Context: an optimization exercise on an open-source flow, tuned for small area, a short achievable clock period and few clock cycles. The choices shown serve that exercise and are no tape-out recipe. Function was checked by simulation only, so behaviour that the tests miss may differ from the original.

==> inputs of raven <==
Design meh16, start of the top module:
module meh16(
    input clk,
    input rst,
    input[15:0] in_port,
    output[15:0] out_port,
    output[11:0] mem_addr,
    output[15:0] mem_wdata,
    output mem_we,
    input[15:0] mem_rdata,
    output halted
);
localparam S_F = 4'd0;   
localparam S_M = 4'd1;   
localparam S_W = 4'd2;   
localparam S_P = 4'd3;   
localparam S_X = 4'd4;   
localparam S_L = 4'd5;   
localparam S_R = 4'd6;   
localparam S_T = 4'd7;   
localparam S_B = 4'd8;   
localparam S_C = 4'd9;   
localparam S_Z = 4'd10;  
localparam E_NONE  = 5'd0;
localparam E_LD    = 5'd1;
localparam E_ADD   = 5'd2;
localparam E_ADC   = 5'd3;
localparam E_SUB   = 5'd4;
localparam E_SBB   = 5'd5;
localparam E_AND   = 5'd6;
localparam E_OR    = 5'd7;
localparam E_XOR   = 5'd8;
localparam E_INC   = 5'd9;
localparam E_DEC   = 5'd10;
localparam E_RTL   = 5'd11;
localparam E_RTR   = 5'd12;
localparam E_NOT   = 5'd13;
localparam E_CLW   = 5'd14;
localparam E_MIW   = 5'd15;
localparam E_BWS   = 5'd16;
localparam E_BWC   = 5'd17;
localparam E_CLRC  = 5'd18;
localparam E_INCNC = 5'd19;
localparam E_MWO   = 5'd20;
localparam E_BOS   = 5'd21;
localparam E_BOC   = 5'd22;
localparam E_CLO   = 5'd23;
reg[11:0] pc;
reg[15:0] d;
reg[15:0] a;
reg c;
reg[15:0] outr;
reg[11:0] sp;
reg halt;
reg[3:0] st;
reg[4:0] eop;
reg lr;          
reg sq;          
reg sel_pc, sel_d, sel_sp, sel_a;
reg we;
reg wsel_pc;
assign mem_addr = ({12{sel_pc}} & pc) | ({12{sel_d}} & d[11:0]) |
                  ({12{sel_sp}} & sp) | ({12{sel_a}} & a[11:0]);
assign mem_wdata = wsel_pc ? {4'b0, pc} : a;
assign mem_we = we;
assign out_port = outr;
assign halted = halt;
wire[15:0] ins = mem_rdata;
wire[3:0] op = ins[15:12];
wire grp0 = (ins[15:10] == 6'b0);
wire[2:0] bg = ins[6:4];
wire[3:0] lo = ins[3:0];
wire[11:0] pc_inc = pc + 12'd1;
wire z_a = (a == 16'b0);
wire e_a = (eop == E_ADD) || (eop == E_ADC) || (eop == E_SUB) ||
           (eop == E_SBB) || (eop == E_AND) || (eop == E_OR) ||
           (eop == E_XOR) || (eop == E_INC) || (eop == E_DEC) ||
           (eop == E_RTL) || (eop == E_RTR) || (eop == E_NOT) ||
           (eop == E_CLW) || (eop == E_MIW) || (eop == E_BWS) ||
           (eop == E_BWC) || (eop == E_INCNC);
wire e_c = (eop == E_ADD) || (eop == E_ADC) || (eop == E_SUB) ||
           (eop == E_SBB) || (eop == E_INC) || (eop == E_DEC);
  ...
export LEC_CHECK = 0
export CAP_MARGIN = 20
export CORE_MARGIN = 2
export CORE_UTILIZATION = 50
export CTS_BUF_LIST = sky130_fd_sc_hd__clkbuf_8
export CTS_CLUSTER_SIZE = 30
export SLEW_MARGIN = 20
create_clock -name core_clock -period 8.5 [get_ports {clk}]
standard.sh (not shown) runs the stock make flow with config.mk's settings and CLKGATE_MAP_FILE= SYNTH_SCRIPT=/design/flow/synth_recipe.tcl, a recipe that flattens the netlist after the stock synthesis.
==> flow/flow/run.sh <==
#!/bin/bash
set -euo pipefail
W=$PWD
sed "s#^source \$::env(SCRIPTS_DIR)/synth.tcl#source $W/flow_synth_body.tcl#" \
    synth_recipe.tcl > flow_synth.tcl
sed "s#^source \$::env(SCRIPTS_DIR)/synth_preamble.tcl\$#&\nset abc_args [list -script $W/flow/area.abc {*}\$lib_args {*}\$lib_dont_use_args -constr \$::env(OBJECTS_DIR)/abc.constr]#" \
    "$FLOW_HOME/scripts/synth.tcl" > flow_synth_body.tcl
grep -q "flow_synth_body.tcl" flow_synth.tcl
grep -q "flow/area.abc" flow_synth_body.tcl
bash standard.sh "SYNTH_SCRIPT=$W/flow_synth.tcl" \
    "BUFFER_PORTS_ARGS=-buffer_cell sky130_fd_sc_hd__buf_2" \
    SETUP_SLACK_MARGIN=5.2 finish > flow_make.log 2>&1
test -s out/final.def
==> flow/flow/area.abc <==
strash
&get -n
&st
&dch
&nf
&put
topo
==> inputs of nickel, as changes to raven <==
--- a/flow/design.v
+++ b/flow/design.v
@@ -122,48 +122,53 @@
     endcase
 end
 wire we_n = go && ((op == 4'h2) || (op == 4'hF) ||
                    (grp0 && (bg == 3'd0) && ((lo == 4'h8) || (lo == 4'hE))));
 reg[4:0] eop_n;
-reg[4:0] eop_f;      
-reg[4:0] eop_m;      
-always @(*) begin
-    eop_f = E_NONE;
-    if (bg == 3'd1) eop_f = E_BWS;
-    else if (bg == 3'd2) eop_f = E_BWC;
-    else if (bg == 3'd4) eop_f = E_BOS;
-    else if (bg == 3'd5) eop_f = E_BOC;
-    else if (bg == 3'd7) eop_f = (lo == 4'd0) ? E_CLRC : E_RTL;
-    else if (bg == 3'd0) begin
-        if (lo == 4'h1) eop_f = E_INC;
-        else if (lo == 4'h2) eop_f = E_DEC;
-        else if (lo == 4'h3) eop_f = E_RTL;
-        else if (lo == 4'h4) eop_f = E_RTR;
-        else if ((lo == 4'h5) || (lo == 4'h6)) eop_f = E_NOT;
-        else if (lo == 4'h9) eop_f = E_MWO;
-        else if (lo == 4'hA) eop_f = E_MIW;
-        else if (lo == 4'hB) eop_f = E_CLW;
-        else if (lo == 4'hC) eop_f = E_CLO;
-    end
-    eop_m = E_NONE;
-    if (d[15:12] == 4'h1) eop_m = E_LD;
-    else if (d[15:12] == 4'h3) eop_m = E_ADD;
-    else if (d[15:12] == 4'h4) eop_m = E_ADC;
-    else if (d[15:12] == 4'h5) eop_m = E_SUB;
-    else if (d[15:12] == 4'h6) eop_m = E_SBB;
-    else if (d[15:12] == 4'h8) eop_m = E_AND;
-    else if (d[15:12] == 4'h9) eop_m = E_OR;
-    else if (d[15:12] == 4'hA) eop_m = E_XOR;
+always @(*) begin
     eop_n = E_NONE;
-    if (st == S_F) begin
-        if (go && grp0) eop_n = eop_f;
-    end else if (st == S_M) eop_n = eop_m;
-    else if (st == S_P) begin
-        if (d[3:0] == 4'h7) eop_n = E_LD;
-    end else if (st == S_L) eop_n = E_LD;
-    else if (st == S_B) eop_n = E_RTL;
-    else if (st == S_C) eop_n = E_INCNC;
+    case (st)
+        S_F: if (go && grp0) begin
+            case (bg)
+                3'd1: eop_n = E_BWS;
+                3'd2: eop_n = E_BWC;
+                3'd4: eop_n = E_BOS;
+                3'd5: eop_n = E_BOC;
+                3'd7: eop_n = (lo == 4'd0) ? E_CLRC : E_RTL;
+                3'd0: case (lo)
+                    4'h1: eop_n = E_INC;
+                    4'h2: eop_n = E_DEC;
+                    4'h3: eop_n = E_RTL;
+                    4'h4: eop_n = E_RTR;
+                    4'h5: eop_n = E_NOT;
+                    4'h6: eop_n = E_NOT;
+                    4'h9: eop_n = E_MWO;
+                    4'hA: eop_n = E_MIW;
+                    4'hB: eop_n = E_CLW;
+                    4'hC: eop_n = E_CLO;
+                    default: ;
+                endcase
+                default: ;
+            endcase
+        end
+        S_M: case (d[15:12])
+            4'h1: eop_n = E_LD;
+            4'h3: eop_n = E_ADD;
+            4'h4: eop_n = E_ADC;
+            4'h5: eop_n = E_SUB;
+            4'h6: eop_n = E_SBB;
+            4'h8: eop_n = E_AND;
+            4'h9: eop_n = E_OR;
+            4'hA: eop_n = E_XOR;
+            default: ;
+        endcase
+        S_P: if (d[3:0] == 4'h7) eop_n = E_LD;
+        S_L: eop_n = E_LD;
+        S_B: eop_n = E_RTL;
+        S_C: eop_n = E_INCNC;
+        default: ;
+    endcase
 end
 wire sp_dec = (st == S_W);
 wire[12:0] sp_sum2 = {sp, 1'b1} + {(sp_dec ? 12'hFFF : {2'b00, d[9:0]}), !sp_dec};
 wire[11:0] sp_sum = sp_sum2[12:1];
 wire[15:0] mask = 16'b1 << d[3:0];
==> flow/run.sh (new file) <==
#!/bin/bash
# synth_recipe.tcl (not shown) runs the flow's synth.tcl, then flattens the netlist and writes it again
# the make line also repeats each setting of config.mk as NAME=value (left out here)
make -C /OpenROAD-flow-scripts/flow DESIGN_CONFIG=/design/flow/config.mk WORK_HOME=/design/flow/orfs CLKGATE_MAP_FILE= SYNTH_SCRIPT=/design/flow/synth_recipe.tcl finish
CORE_UTILIZATION = 40   (was 50)
CTS_BUF_LIST = unset   (was sky130_fd_sc_hd__clkbuf_8)
CTS_CLUSTER_SIZE = unset   (was 30)
removed: flow/flow/run.sh
removed: flow/flow/area.abc
removed: flow/standard.sh
==> inputs of umber, as changes to raven <==
--- a/flow/flow/run.sh
+++ b/flow/flow/run.sh
@@ -7,7 +7,7 @@
     "$FLOW_HOME/scripts/synth.tcl" > flow_synth_body.tcl
 grep -q "flow_synth_body.tcl" flow_synth.tcl
 grep -q "flow/area.abc" flow_synth_body.tcl
 bash standard.sh "SYNTH_SCRIPT=$W/flow_synth.tcl" \
     "BUFFER_PORTS_ARGS=-buffer_cell sky130_fd_sc_hd__buf_2" \
-    SETUP_SLACK_MARGIN=5.2 finish > flow_make.log 2>&1
+    SETUP_SLACK_MARGIN=5.3 finish > flow_make.log 2>&1
 test -s out/final.def
CTS_CLUSTER_SIZE = 20   (was 30)
==> inputs of fjord, as changes to raven <==
--- a/flow/design.v
+++ b/flow/design.v
@@ -122,48 +122,53 @@
     endcase
 end
 wire we_n = go && ((op == 4'h2) || (op == 4'hF) ||
                    (grp0 && (bg == 3'd0) && ((lo == 4'h8) || (lo == 4'hE))));
 reg[4:0] eop_n;
-reg[4:0] eop_f;      
-reg[4:0] eop_m;      
-always @(*) begin
-    eop_f = E_NONE;
-    if (bg == 3'd1) eop_f = E_BWS;
-    else if (bg == 3'd2) eop_f = E_BWC;
-    else if (bg == 3'd4) eop_f = E_BOS;
-    else if (bg == 3'd5) eop_f = E_BOC;
-    else if (bg == 3'd7) eop_f = (lo == 4'd0) ? E_CLRC : E_RTL;
-    else if (bg == 3'd0) begin
-        if (lo == 4'h1) eop_f = E_INC;
-        else if (lo == 4'h2) eop_f = E_DEC;
-        else if (lo == 4'h3) eop_f = E_RTL;
-        else if (lo == 4'h4) eop_f = E_RTR;
-        else if ((lo == 4'h5) || (lo == 4'h6)) eop_f = E_NOT;
-        else if (lo == 4'h9) eop_f = E_MWO;
-        else if (lo == 4'hA) eop_f = E_MIW;
-        else if (lo == 4'hB) eop_f = E_CLW;
-        else if (lo == 4'hC) eop_f = E_CLO;
-    end
-    eop_m = E_NONE;
-    if (d[15:12] == 4'h1) eop_m = E_LD;
-    else if (d[15:12] == 4'h3) eop_m = E_ADD;
-    else if (d[15:12] == 4'h4) eop_m = E_ADC;
-    else if (d[15:12] == 4'h5) eop_m = E_SUB;
-    else if (d[15:12] == 4'h6) eop_m = E_SBB;
-    else if (d[15:12] == 4'h8) eop_m = E_AND;
-    else if (d[15:12] == 4'h9) eop_m = E_OR;
-    else if (d[15:12] == 4'hA) eop_m = E_XOR;
+always @(*) begin
     eop_n = E_NONE;
-    if (st == S_F) begin
-        if (go && grp0) eop_n = eop_f;
-    end else if (st == S_M) eop_n = eop_m;
-    else if (st == S_P) begin
-        if (d[3:0] == 4'h7) eop_n = E_LD;
-    end else if (st == S_L) eop_n = E_LD;
-    else if (st == S_B) eop_n = E_RTL;
-    else if (st == S_C) eop_n = E_INCNC;
+    case (st)
+        S_F: if (go && grp0) begin
+            case (bg)
+                3'd1: eop_n = E_BWS;
+                3'd2: eop_n = E_BWC;
+                3'd4: eop_n = E_BOS;
+                3'd5: eop_n = E_BOC;
+                3'd7: eop_n = (lo == 4'd0) ? E_CLRC : E_RTL;
+                3'd0: case (lo)
+                    4'h1: eop_n = E_INC;
+                    4'h2: eop_n = E_DEC;
+                    4'h3: eop_n = E_RTL;
+                    4'h4: eop_n = E_RTR;
+                    4'h5: eop_n = E_NOT;
+                    4'h6: eop_n = E_NOT;
+                    4'h9: eop_n = E_MWO;
+                    4'hA: eop_n = E_MIW;
+                    4'hB: eop_n = E_CLW;
+                    4'hC: eop_n = E_CLO;
+                    default: ;
+                endcase
+                default: ;
+            endcase
+        end
+        S_M: case (d[15:12])
+            4'h1: eop_n = E_LD;
+            4'h3: eop_n = E_ADD;
+            4'h4: eop_n = E_ADC;
+            4'h5: eop_n = E_SUB;
+            4'h6: eop_n = E_SBB;
+            4'h8: eop_n = E_AND;
+            4'h9: eop_n = E_OR;
+            4'hA: eop_n = E_XOR;
+            default: ;
+        endcase
+        S_P: if (d[3:0] == 4'h7) eop_n = E_LD;
+        S_L: eop_n = E_LD;
+        S_B: eop_n = E_RTL;
+        S_C: eop_n = E_INCNC;
+        default: ;
+    endcase
 end
 wire sp_dec = (st == S_W);
 wire[12:0] sp_sum2 = {sp, 1'b1} + {(sp_dec ? 12'hFFF : {2'b00, d[9:0]}), !sp_dec};
 wire[11:0] sp_sum = sp_sum2[12:1];
 wire[15:0] mask = 16'b1 << d[3:0];
==> flow/run.sh (new file) <==
#!/bin/bash
# synth_recipe.tcl (not shown) runs the flow's synth.tcl, then flattens the netlist and writes it again
# the make line also repeats each setting of config.mk as NAME=value (left out here)
make -C /OpenROAD-flow-scripts/flow DESIGN_CONFIG=/design/flow/config.mk WORK_HOME=/design/flow/orfs CLKGATE_MAP_FILE= SYNTH_SCRIPT=/design/flow/synth_recipe.tcl finish
CORE_UTILIZATION = 40   (was 50)
CTS_BUF_LIST = unset   (was sky130_fd_sc_hd__clkbuf_8)
CTS_CLUSTER_SIZE = unset   (was 30)
SETUP_SLACK_MARGIN = 5   (was unset)
removed: flow/flow/run.sh
removed: flow/flow/area.abc
removed: flow/standard.sh
==> notes <==
Synthesized cell count: fjord is higher than raven (about 8%). Of fjord and umber, umber has the higher global-route usage (gap 9.0 points). The lowest setup slack belongs to nickel, the highest to raven. Sequential share of layout area, highest first: nickel, umber, fjord, raven. Between fjord and umber, the lower flip-flop and latch count is in umber (gap 4). Against nickel, the die area of raven is lower by 25%. Area after synthesis: raven is smaller than fjord (about 7%).
Testbench counts of raven, summed over its fixed seeds: cycles 87,416.
Testbench counts of nickel, summed over its fixed seeds: cycles 87,416.
Testbench counts of umber, summed over its fixed seeds: cycles 87,416.
Testbench counts of fjord, summed over its fixed seeds: cycles 87,416.

-- static timing again, ports no longer ideal --
The results above use ideal ports. As a check the final layouts listed here were re-extracted and re-timed, cells and wires unchanged.
Step 1, drivers: a clkbuf_16 drives clk and a buf_2 each remaining input, both assumed.
Step 2 also shifts input and output timing later by t, the mid clock arrival at the registers, as if the neighbouring blocks saw the same clock.
Three values: no drivers, after step 1, after step 2; two values: the first two.
run | t (ns) | slack for setup (ns) | worst setup path after step 2
raven | 0.432 | 5.206 / 5.166 / 4.907 | input to register
nickel | 0.401 | 3.659 / 3.659 / 3.659 | register to register
umber | 0.444 | 5.204 / 5.204 / 4.908 | input to register
fjord | 0.417 | 5.016 / 4.968 / 4.689 | input to register
After both steps every run listed still meets setup and hold. The setup slack of fjord, which loses most, moves by -0.048 ns with the drivers and by -0.327 ns with both steps.
